This design comes from an exercise in tuning for small area on the open sky130 flow, not from production work.
In this exercise RTL edits were held to simulation tests only and were not proved equivalent to the original.
The flow treats the clock pin as an ideal source. Dropping or thinning the clock tree relies on that and would not hold on a real chip.
Power and IR drop assume default switching activity.

## JK
==> flow/design.v (excerpt) <==
module chasi(
    input clk,
    input reset,
    input w_button2, w_button3, w_button4,
    output [6:0] ss1, ss3, ss4, ss5, ss6, ss7, ss8
);
export LEC_CHECK = 0
export ABC_AREA = 1
export CAP_MARGIN = 20
export CORE_MARGIN = 2
export CORE_UTILIZATION = 40
export SLEW_MARGIN = 20
create_clock -name core_clock -period 10.0 [get_ports {clk}]
standard.sh (not shown) runs the stock make flow with config.mk's settings and CLKGATE_MAP_FILE= SYNTH_SCRIPT=/design/flow/synth_recipe.tcl, a recipe that flattens the netlist after the stock synthesis.
==> flow/flow/run.sh <==
#!/bin/bash
# Own layout flow: the standard flow (standard.sh) with three changes that only make the
# layout smaller:
#  - synthesis is the standard flow's own synthesis script, except that ABC maps with flow/abc.script
#    (area-oriented mapping, no delay-driven buffering or upsizing);
#  - ports are buffered with sky130_fd_sc_hd__buf_1 instead of the default buffer cell;
#  - after clock tree synthesis, flow/post_cts.tcl (POST_CTS_TCL) replaces the clock tree with
#    four buffers fed from the clock port, each driving a cluster of flip-flops
#    (flow/clock_tree.tcl).
# Each tool's full output goes to the log files of ORFS (orfs/logs/...) and to make.log here.
set -euo pipefail
W=$PWD
cat > "$W/own_synth.tcl" <<EOF
proc abc {args} {
  set i [lsearch -exact \$args -script]
  if { \$i >= 0 } { lset args [expr { \$i + 1 }] $W/flow/abc.script }
  yosys abc {*}\$args
}
source $W/synth_recipe.tcl
EOF
CTS="-sink_clustering_enable -repair_clock_nets -dont_use_dummy_load"
bash "$W/standard.sh" \
  "SYNTH_SCRIPT=$W/own_synth.tcl" \
  "BUFFER_PORTS_ARGS=-buffer_cell sky130_fd_sc_hd__buf_1" \
  "CTS_ARGS=$CTS" \
  "POST_CTS_TCL=$W/flow/post_cts.tcl" \
  finish > "$W/make.log" 2>&1
==> flow/flow/clock_tree.tcl <==
# Build a two-level clock tree by hand: K leaf buffers, each driving a cluster of the flip-flops
# (k-means on their positions), fed either straight from the clock port or from one root buffer.
proc out_iterm { inst } {
  foreach it [$inst getITerms] {
    if { [$it isOutputSignal] } { return $it }
  }
  error "no output on [$inst getName]"
}
proc build_tree { K leaf_master root_master } {
  set block [ord::get_db_block]
  set db [ord::get_db]
  set clknet [$block findNet clk]
  set sinks {}
  foreach it [$clknet getITerms] {
    set i [$it getInst]
    set bb [$i getBBox]
    lappend sinks [list $it [expr {([$bb xMin] + [$bb xMax]) / 2}] [expr {([$bb yMin] + [$bb yMax]) / 2}]]
  }
  set n [llength $sinks]
  # initial centres: sinks sorted by x, evenly spaced
  set sorted [lsort -integer -index 1 $sinks]
  set cx {}; set cy {}
  for {set k 0} {$k < $K} {incr k} {
    set s [lindex $sorted [expr {int(($k + 0.5) * $n / $K)}]]
    lappend cx [lindex $s 1]; lappend cy [lindex $s 2]
  }
  for {set iter 0} {$iter < 30} {incr iter} {
    set asg {}
    foreach s $sinks {
      set best 0; set bd 1e30
      for {set k 0} {$k < $K} {incr k} {
        set d [expr {abs([lindex $s 1] - [lindex $cx $k]) + abs([lindex $s 2] - [lindex $cy $k])}]
        if {$d < $bd} { set bd $d; set best $k }
      }
      lappend asg $best
    }
    set nx {}; set ny {}
    for {set k 0} {$k < $K} {incr k} {
      set sx 0; set sy 0; set c 0
      foreach s $sinks a $asg { if {$a == $k} { set sx [expr {$sx + [lindex $s 1]}]; set sy [expr {$sy + [lindex $s 2]}]; incr c } }
      if {$c > 0} { lappend nx [expr {$sx / $c}]; lappend ny [expr {$sy / $c}] } else { lappend nx [lindex $cx $k]; lappend ny [lindex $cy $k] }
    }
    set cx $nx; set cy $ny
  }
  set lm [$db findMaster $leaf_master]
  if {$root_master ne "none"} {
    set rm [$db findMaster $root_master]
    set rnet [odb::dbNet_create $block clknet_root]
    $rnet setSigType CLOCK
    set rinst [odb::dbInst_create $block $rm clkbuf_root]
    set sx 0; set sy 0
    foreach x $cx y $cy { set sx [expr {$sx + $x}]; set sy [expr {$sy + $y}] }
    $rinst setLocation [expr {$sx / $K}] [expr {$sy / $K}]
    $rinst setPlacementStatus PLACED
    [$rinst findITerm A] connect $clknet
    [out_iterm $rinst] connect $rnet
    set feed $rnet
  } else {
    set feed $clknet
  }
  for {set k 0} {$k < $K} {incr k} {
    set net [odb::dbNet_create $block clknet_leaf_$k]
    $net setSigType CLOCK
    set inst [odb::dbInst_create $block $lm clkbuf_leaf_$k]
    $inst setLocation [expr {int([lindex $cx $k])}] [expr {int([lindex $cy $k])}]
    $inst setPlacementStatus PLACED
    foreach s $sinks a $asg {
      if {$a == $k} { set it [lindex $s 0]; $it disconnect; $it connect $net }
    }
    [$inst findITerm A] connect $feed
    [out_iterm $inst] connect $net
  }
  set cnt {}
  for {set k 0} {$k < $K} {incr k} { set c 0; foreach a $asg { if {$a == $k} { incr c } }; lappend cnt $c }
  puts "clock tree: $K leaves ($leaf_master), fanouts $cnt, root $root_master"
}

# Take out the clock tree that clock_tree_synthesis built (its buffers and their nets) and put
# every flip-flop clock pin back on the clock port's net.
proc remove_clock_tree { } {
  set block [ord::get_db_block]
  set clknet [$block findNet clk]
  set bufs {}
  set nets {}
  set sinks {}
  set todo [list $clknet]
  while { [llength $todo] } {
    set net [lindex $todo 0]
    set todo [lrange $todo 1 end]
    foreach it [$net getITerms] {
      if { [$it isOutputSignal] } { continue }
      set inst [$it getInst]
      set m [[$inst getMaster] getName]
      if { [regexp {__(clk)?buf_[0-9]+$} $m] } {
        lappend bufs $inst
        set o [out_iterm $inst]
        set onet [$o getNet]
        if { $onet ne "NULL" } { lappend nets $onet; lappend todo $onet }
      } else {
        lappend sinks $it
      }
    }
  }
  foreach it $sinks {
    if { [$it getNet] ne $clknet } { $it disconnect; $it connect $clknet }
  }
  foreach inst $bufs { odb::dbInst_destroy $inst }
  foreach net $nets { odb::dbNet_destroy $net }
  puts "removed [llength $bufs] clock buffers, [llength $sinks] clock sinks back on clk"
}
==> flow/flow/post_cts.tcl <==
# POST_CTS_TCL hook: replace the clock tree with a smaller one of the same shape (one level of
# buffers, each driving a cluster of nearby flip-flops, all fed from the clock port), then
# legalise the new buffers.
source [file join [file dirname [info script]] clock_tree.tcl]
remove_clock_tree
build_tree 4 sky130_fd_sc_hd__buf_6 none
detailed_placement
estimate_parasitics -placement
report_clock_skew
Other scripts of this flow, unchanged in this note and not shown: flow/flow/abc.script
JK | status: complete | timing, DRC, antenna: pass
The following lists how MS was set up differently from JK:
- a change of CORE_UTILIZATION from 40 to 70
-- flow/flow/post_cts.tcl --
<<< JK, line 4
source [file join [file dirname [info script]] clock_tree.tcl]
remove_clock_tree
build_tree 4 sky130_fd_sc_hd__buf_6 none
detailed_placement
estimate_parasitics -placement
>>> MS, line 4
source [file join [file dirname [info script]] clock_tree.tcl]
remove_clock_tree
build_tree 4 sky130_fd_sc_hd__buf_4 none
detailed_placement
estimate_parasitics -placement
==> comparison <==
Across MS and JK, none had a timing, DRC or antenna violation.
Of MS and JK, it is MS that has the lower area of the core.
There was hardly any difference in total number of sequential cells between MS and JK.
Compared with JK, MS shows leakage dissipation that has gone down slightly.
[MS] power fell about 4% relative to JK
Taking JK as the reference, in MS detailed-routing wirelength on met1 decreased by 10% relative to the old numbers, maximum clock rate increased by 1.1% relative to the old numbers.
Inputs modified between MS and AL:
-- flow/flow/post_cts.tcl --
<<< MS, line 4
source [file join [file dirname [info script]] clock_tree.tcl]
remove_clock_tree
build_tree 4 sky130_fd_sc_hd__buf_4 none
detailed_placement
estimate_parasitics -placement
>>> AL, line 4
source [file join [file dirname [info script]] clock_tree.tcl]
remove_clock_tree
build_tree 4 sky130_fd_sc_hd__buf_6 none
detailed_placement
estimate_parasitics -placement
==> comparison <==
Fraction of power consumed by the clock network ended up 2.6 points higher on AL than on MS.
In AL, fraction of met2 tracks used by global routing is higher than in MS.
| first-pass GRT wire length | AL vs MS | worse |
Comparing AL against MS, there is no change at all in per-instance average area after synthesis.
[compare] base=MS new=AL: proportion of power drawn by combinational gates dropped 0.2 points, overall fraction of global-route tracks in use moved up, met3 layer wire length in the routed design up about 30%.
## Diff of input files: TR against AL
-- flow/flow/clock_tree.tcl --
<<< AL, line 7
  error "no output on [$inst getName]"
}
proc build_tree { K leaf_master root_master } {
  set block [ord::get_db_block]
  set db [ord::get_db]
>>> TR, line 7
  error "no output on [$inst getName]"
}
proc build_tree { K leaf_master root_master {small_master ""} {small_max 0} } {
  set block [ord::get_db_block]
  set db [ord::get_db]
<<< AL, line 60
  }
  for {set k 0} {$k < $K} {incr k} {
    set net [odb::dbNet_create $block clknet_leaf_$k]
    $net setSigType CLOCK
    set inst [odb::dbInst_create $block $lm clkbuf_leaf_$k]
    $inst setLocation [expr {int([lindex $cx $k])}] [expr {int([lindex $cy $k])}]
    $inst setPlacementStatus PLACED
>>> TR, line 60
  }
  for {set k 0} {$k < $K} {incr k} {
    set c 0
    foreach a $asg { if {$a == $k} { incr c } }
    set m $lm
    if { $small_master ne "" && $c <= $small_max } { set m [$db findMaster $small_master] }
    set net [odb::dbNet_create $block clknet_leaf_$k]
    $net setSigType CLOCK
    set inst [odb::dbInst_create $block $m clkbuf_leaf_$k]
    $inst setLocation [expr {int([lindex $cx $k])}] [expr {int([lindex $cy $k])}]
    $inst setPlacementStatus PLACED
-- flow/flow/post_cts.tcl --
<<< AL, line 4
source [file join [file dirname [info script]] clock_tree.tcl]
remove_clock_tree
build_tree 4 sky130_fd_sc_hd__buf_6 none
detailed_placement
estimate_parasitics -placement
>>> TR, line 4
source [file join [file dirname [info script]] clock_tree.tcl]
remove_clock_tree
build_tree 4 sky130_fd_sc_hd__buf_6 none sky130_fd_sc_hd__buf_4 12
detailed_placement
estimate_parasitics -placement
On shortest period the worst path allows: between TR and AL, it ends up higher for TR.
Going from AL to TR, post-route met1 wirelength grew by a little under 10%.
For post-route cell area, TR and AL come out practically identical.
Via count: TR < AL
Met1 demand-to-capacity share in global routing in TR vs AL: up 0.18 points
Post-route fraction of the period consumed by the critical path: lower on AL
Changes observed in TR relative to AL: detailed-route wire length has remained practically unchanged; met3 demand-to-capacity share in global routing dropped 1.3 points; proportion of power drawn by combinational gates saw little to no change; setup slack -0.022 ns.
In every run of this note, the design's own scripts or RTL, not TritonCTS, make the clock network.

==> separate check: timing with driven ports <==
The flow's constraints put no driver on any port. The routed layouts listed below were extracted and timed again, unchanged, in two steps. Step 1 assumes that a clkbuf_16 drives the clock port and a buf_2 every other input. Step 2 moves the port delays by t, midway between the first and last clock arrival at a register: inputs arrive t later, outputs are due t later. That takes back most of the time a late clock gives input paths. Three values: no drivers, after step 1, after step 2; two values: the first two.
run	t (ns)	slack for setup (ns)	hold slack, ns
JK	0.173	5.589 / 5.620 / 5.447	0.344 / 0.344 / 0.344
MS	0.191	5.636 / 5.654 / 5.464	0.353 / 0.353 / 0.353
AL	0.169	5.630 / 5.658 / 5.489	0.349 / 0.349 / 0.349
TR	0.179	5.608 / 5.632 / 5.452	0.353 / 0.353 / 0.353
After both steps every run listed still meets setup and hold. For MS, which loses most, drivers alone change the setup slack by +0.018 ns; drivers and shift together by -0.172 ns.
